From an optimization exercise on the open Yosys and OpenROAD flow, aimed at small area, a short achievable clock period and few clock cycles; shortcuts taken in it are not production practice. In this exercise RTL edits were held to simulation tests only and were not proved equivalent to the original.

==> build 32: inputs <==
Design gemv_top, start of the top module:
module gemv_top (
    input  logic        clk,
    input  logic        rst,
    input  logic        start,
    input  logic [9:0]  rows,
    input  logic [9:0]  cols,
    input  logic        x_tile_valid,
    input  logic [63:0] x_tile_in,
    output logic        x_tile_ready,
    input  logic        bias_tile_valid,
    input  logic [63:0] bias_tile_in,
    output logic        bias_tile_ready,
    input  logic        w_valid,
    input  logic [63:0] w_tile_row_in,
    output logic        w_ready,
    output logic        y_tile_valid,
    output logic [63:0] y_tile_out,
    output logic [9:0]  y_tile_idx,
    input  logic        y_tile_ready,
    output logic        tile_done,
    output logic        done
);
    logic xrdy, wrdy, brdy, yvld;
    logic xsel, wsel, bsel, ysel;
    wire  xf = x_tile_valid & xsel;
    wire  wf = w_valid & wsel;
    wire  bf = bias_tile_valid & bsel;
    wire  yf = ysel & y_tile_ready;
    assign x_tile_ready    = xrdy;
    assign w_ready         = wrdy;
    assign bias_tile_ready = brdy;
    assign y_tile_valid    = yvld;
    logic       busy, cfg;
    logic [7:0] cq;          
    logic [6:0] rq;          
    logic [3:0] ntm1;        
    logic [3:0] lm1;         
    logic       u7, u4, u2, u1;    
    logic [5:0] rm1;         
    logic [3:0] nbt;         
    logic [7:0] lmask;       
    wire [7:0] cm1_c  = cq - 8'd1;
    wire [6:0] rm1_c  = rq - 7'd1;
    wire [3:0] ntm1_c = cm1_c[6:3];
    wire [3:0] lm1_c  = (ntm1_c == 4'd0) ? 4'd1 : ntm1_c;
    wire [3:0] d_c    = lm1_c - 4'd1;                
    wire       u7_c   = (d_c >= 4'd7);
  ...
clock: 10.0 ns
lec_check: 0
cap_margin: 20
core_margin: 2
core_utilization: 55
cts_buf_list: sky130_fd_sc_hd__clkbuf_8 sky130_fd_sc_hd__clkbuf_16
cts_cluster_diameter: 60
cts_cluster_size: 35
slew_margin: 20
standard.sh (not shown) runs the stock make flow with config.mk's settings and CLKGATE_MAP_FILE= SYNTH_SCRIPT=/design/flow/synth_recipe.tcl, a recipe that flattens the netlist after the stock synthesis.
==> flow/flow/run.sh <==
#!/bin/bash
# Layout flow: the standard layout (standard.sh, standard synthesis
# unchanged), with timing repair aimed at a tighter setup slack than the flow
# settings allow, gate sizing not limited to cells of the same footprint, and
# the port buffers made with buf_1 (upsized by the repair where needed). The make output goes to flow_standard.log;
# ORFS's own step logs stay under orfs/logs.
set -euo pipefail
bash standard.sh SETUP_SLACK_MARGIN=6.65 MATCH_CELL_FOOTPRINT=0 \
    "BUFFER_PORTS_ARGS=-buffer_cell sky130_fd_sc_hd__buf_1" finish > flow_standard.log 2>&1
==> trial 79 (differences from build 32) <==
==> flow/config.mk (replaced) <==
export PLATFORM = sky130hd
export DESIGN_NAME = gemv_top
export DESIGN_NICKNAME = gemv_top
export VERILOG_FILES = /design/flow/design.v
export SDC_FILE = /design/flow/constraint.sdc
export NUM_CORES = 4
export LEC_CHECK = 0
export CAP_MARGIN = 20
export CORE_MARGIN = 2
export CORE_UTILIZATION = 60
export CTS_BUF_LIST = sky130_fd_sc_hd__clkbuf_8 sky130_fd_sc_hd__clkbuf_16
export CTS_CLUSTER_DIAMETER = 55
export CTS_CLUSTER_SIZE = 30
export SLEW_MARGIN = 20
==> trial 16 (differences from build 32) <==
--- a/flow/design.v
+++ b/flow/design.v
@@ -1124,19 +1124,16 @@
     logic [6:0]  qi;         
     logic [3:0]  tx;         
     logic [39:0] qe;
     logic        qv1, ql1;
     logic [2:0]  qs1;
     logic [31:0] qs, qc, qd, qf, qs_n, qc_n, qd_n, qf_n;
     logic        qv2, ql2;
     logic [2:0]  qs2;
-    logic        qv3, ql3;
-    logic [2:0]  qs3;
-    logic [7:0]  yb3;
     logic [63:0] asm_r;
     logic        acomp;
     logic [63:0] yout;
     logic [3:0]  yidx;
     logic        ylast;      
     function automatic [39:0] booth8(input [22:0] a);
         logic [24:0] ax;
         logic b3, b2, b1, b0;
@@ -1166,43 +1163,40 @@
     assign y_tile_out = yout;
     assign y_tile_idx = {6'd0, yidx};
     always_ff @(posedge clk) begin
         if (iss) qe <= booth8(head);
         qs <= qs_n;
         qc <= qc_n;
         qd <= qd_n;
         qf <= qf_n;
-        yb3 <= ybyte;
-        if (qv3) asm_r[8*qs3 +: 8] <= yb3;
+        if (qv2) asm_r[8*qs2 +: 8] <= ybyte;
         if (ymove) yout <= asm_r;
         qs1 <= qi[2:0];
         ql1 <= (qi[5:0] == rm1);
         qs2 <= qs1;
         ql2 <= ql1;
-        qs3 <= qs2;
-        ql3 <= ql2;
     end
     always_ff @(posedge clk or posedge rst) begin
         if (rst) begin
             busy <= 1'b0; cfg <= 1'b0;
             done <= 1'b0;
             xrdy <= 1'b0; wrdy <= 1'b0; brdy <= 1'b0; yvld <= 1'b0;
             kx <= '0; xall <= 1'b0;
             tw <= '0; rw <= '0; wact <= 1'b0; brd <= '0;
             iss <= 1'b0; sh <= 1'b0;
             v1 <= 1'b0; v2 <= 1'b0; rd3 <= 1'b0; rd4 <= 1'b0;
             mku <= 1'b0; dinit <= 1'b0; dcnt <= '0;
             qph <= 1'b0; ecnt <= '0; qi <= '0; tx <= '0;
-            qv1 <= 1'b0; qv2 <= 1'b0; qv3 <= 1'b0; acomp <= 1'b0;
+            qv1 <= 1'b0; qv2 <= 1'b0; acomp <= 1'b0;
         end else begin
             done <= 1'b0;
             cfg  <= 1'b0;
             if (~busy) begin
-                xrdy <= 1'b0; brdy <= 1'b0;
+                xrdy <= 1'b0; wrdy <= 1'b0; brdy <= 1'b0;
                 if (start) begin
                     busy <= 1'b1;
                     cfg  <= 1'b1;
                 end
             end else if (cfg) begin
                 xrdy <= 1'b1;
                 brdy <= 1'b1;
                 kx <= '0; xall <= 1'b0;
@@ -1215,45 +1209,44 @@
                 kx   <= kx + {4'd0, xf};
                 xall <= xall | (xf & (kx[3:0] == ntm1));
                 xrdy <= xrdy_n;
                 if (wf) begin
                     tw <= twi;
                     rw <= rwi;
                 end
                 wact <= wact & ~(wf & w_end);
+                wrdy <= wrdy_n;
                 brd  <= brd + {3'd0, bf};
                 brdy <= brdy_n;
                 if (wf & w_end) ecnt <= 3'd1;
                 else if (ecnt != 3'd0 && ecnt != 3'd5) ecnt <= ecnt + 3'd1;
                 if (ecnt == 3'd4) qph <= 1'b1;
                 qi  <= qi_n;
                 iss <= iss_n;
                 sh  <= (v2 & l2) | (ecnt == 3'd3) | iss_n;    
                 if (yf) tx <= tx + 4'd1;
+                yvld <= yvld_n;
                 if (ymove) acomp <= 1'b0;
-                if (qv3 & ((qs3 == 3'd7) | ql3)) acomp <= 1'b1;
+                if (qv2 & ((qs2 == 3'd7) | ql2)) acomp <= 1'b1;
                 if (yf & ylast) begin
                     busy <= 1'b0;
                     done <= 1'b1;
                 end
                 mku   <= kup;
                 dinit <= mku;
                 if (dinit) dcnt <= nit;
                 else if (dcnt != 5'd0) dcnt <= dcnt - 5'd1;
             end
             v1  <= wf;
             v2  <= v1;
-            wrdy <= busy & ~cfg & wrdy_n;    
-            yvld <= yvld_n;
             rd3 <= v2 & l2;
             rd4 <= rd3;
             qv1 <= iss;
             qv2 <= qv1;
-            qv3 <= qv2;
         end
     end
     always_ff @(posedge clk) begin
         if (~busy) begin
             cq <= cols[7:0];
             rq <= rows[6:0];
         end
         if (cfg) maxkey <= '0;
==> flow/flow/run.sh (replaced) <==
#!/bin/bash
# Layout flow: the standard layout (standard.sh, standard synthesis
# unchanged), with timing repair aimed at a tighter setup slack than the flow
# settings allow, gate sizing not limited to cells of the same footprint, and
# the port buffers made with buf_1 (upsized by the repair where needed). The make output goes to flow_standard.log;
# ORFS's own step logs stay under orfs/logs.
set -euo pipefail
bash standard.sh SETUP_SLACK_MARGIN=6.4 MATCH_CELL_FOOTPRINT=0 \
    "BUFFER_PORTS_ARGS=-buffer_cell sky130_fd_sc_hd__buf_1" finish > flow_standard.log 2>&1
==> flow/config.mk (replaced) <==
export PLATFORM = sky130hd
export DESIGN_NAME = gemv_top
export DESIGN_NICKNAME = gemv_top
export VERILOG_FILES = /design/flow/design.v
export SDC_FILE = /design/flow/constraint.sdc
export NUM_CORES = 4
export LEC_CHECK = 0
export CAP_MARGIN = 20
export CORE_MARGIN = 2
export CORE_UTILIZATION = 55
export CTS_BUF_LIST = sky130_fd_sc_hd__clkbuf_8 sky130_fd_sc_hd__clkbuf_16
export CTS_CLUSTER_DIAMETER = 55
export CTS_CLUSTER_SIZE = 30
export SLEW_MARGIN = 20
==> impl_metrics.prom <==
# TYPE chip_impl_metric gauge
chip_impl_metric{name="drtPass1Iterations",unit=""} 8
chip_impl_info{name="hold_sp",value="xr[0][16]"} 1
chip_impl_metric{name="final-nonclk-buf-share",unit="%"} 1.54
chip_impl_metric{name="pre_cts_ws",unit="ps"} 5980
chip_impl_metric{name="clock_tree_area_fraction",unit="%"} 5.00
chip_impl_metric{name="die_w",unit="um"} 487
chip_impl_metric{name="finClkSkew",unit="ps"} 51.2
chip_impl_metric{name="cts_buf_count",unit=""} 180
chip_impl_info{name="path_delay_family",value="flip-flops"} 1
chip_impl_metric{name="num_vias",unit=""} 63500
chip_impl_info{name="run_status",value="no timing/DRC/antenna violations"} 1
chip_impl_metric{name="synth_simple_gate_area_share",unit="%"} 3.24
-- figures above: build 32

==> impl_metrics.prom <==
# TYPE chip_impl_metric gauge
chip_impl_info{name="run_status",value="no timing/DRC/antenna violations"} 1
chip_impl_metric{name="clock_tree_area_fraction",unit="%"} 5.62
chip_impl_metric{name="drtPass1Iterations",unit=""} 9
chip_impl_info{name="hold_sp",value="xr[10][8]"} 1
chip_impl_metric{name="synth_simple_gate_area_share",unit="%"} 3.13
chip_impl_metric{name="pre_cts_ws",unit="ps"} 5420
chip_impl_metric{name="num_vias",unit=""} 64200
chip_impl_metric{name="cts_buf_count",unit=""} 214
chip_impl_metric{name="period_needed",unit="ps"} 3850
chip_impl_metric{name="final-nonclk-buf-share",unit="%"} 1.37
chip_impl_info{name="path_delay_family",value="adder cells"} 1
chip_impl_metric{name="detailroute.wirelength.met2",unit="mm"} 121
chip_impl_metric{name="die_w",unit="um"} 486
-- figures above: trial 16

==> impl_metrics.prom <==
# TYPE chip_impl_metric gauge
chip_impl_metric{name="cts_buf_count",unit=""} 201
chip_impl_metric{name="finClkSkew",unit="ps"} 50.4
chip_impl_metric{name="groute.usage.overall",unit="%"} 22.9
chip_impl_metric{name="highest_clock_rate",unit="MHz"} 286
chip_impl_info{name="hold_sp",value="xr[0][39]"} 1
chip_impl_metric{name="drt_wl_cell",unit="um"} 21.5
chip_impl_info{name="critical_path.startpoint_type",value="flop"} 1
chip_impl_metric{name="drtPass1Iterations",unit=""} 10
chip_impl_metric{name="final-nonclk-buf-share",unit="%"} 1.60
chip_impl_info{name="run_status",value="no timing/DRC/antenna violations"} 1
chip_impl_metric{name="num_vias",unit=""} 64000
chip_impl_metric{name="pre_cts_ws",unit="ps"} 5950
chip_impl_metric{name="die_w",unit="um"} 466
chip_impl_info{name="path_delay_family",value="flip-flops"} 1
-- figures above: trial 79

Testbench counts of build 32, summed over its fixed seeds: cycles 10,883.
Testbench counts of trial 79, summed over its fixed seeds: cycles 10,883.
Testbench counts of trial 16, summed over its fixed seeds: cycles 10,859.

[re-timing with driven ports]
In the flow no input, the clock included, has a driving cell. The finished layouts below were timed again as built, in two steps.
Step 1 sets driving cells, clkbuf_16 on the clock port and buf_2 on the other inputs (assumed; they add their load-dependent delay and slew).
Step 2, shift: input delay + t, output delay - t, t = (earliest + latest rising clock arrival at the registers) / 2. This alone moves slack from input paths to output paths.
a / b / c = ideal / step 1 / step 2; a / b = the first two.
run | t (ns) | slack for setup (ns) | worst setup path at the end | slew at the worst register clock pin (ns) | worst slew at a driven data input, ns
build 32 | 0.925 | 6.486 / 6.392 / 6.313 | input to register | 0.12 / 0.12 | 0.18
trial 79 | 0.942 | 6.498 / 6.408 / 6.310 | input to register | 0.11 / 0.11 | 0.16
trial 16 | 0.929 | 6.148 / 6.148 / 6.147 | input to register | 0.11 / 0.11 | 0.18
After both steps setup and hold are still met in every run listed. For trial 79, which loses most, drivers alone change the setup slack by -0.090 ns; drivers and shift together by -0.188 ns.
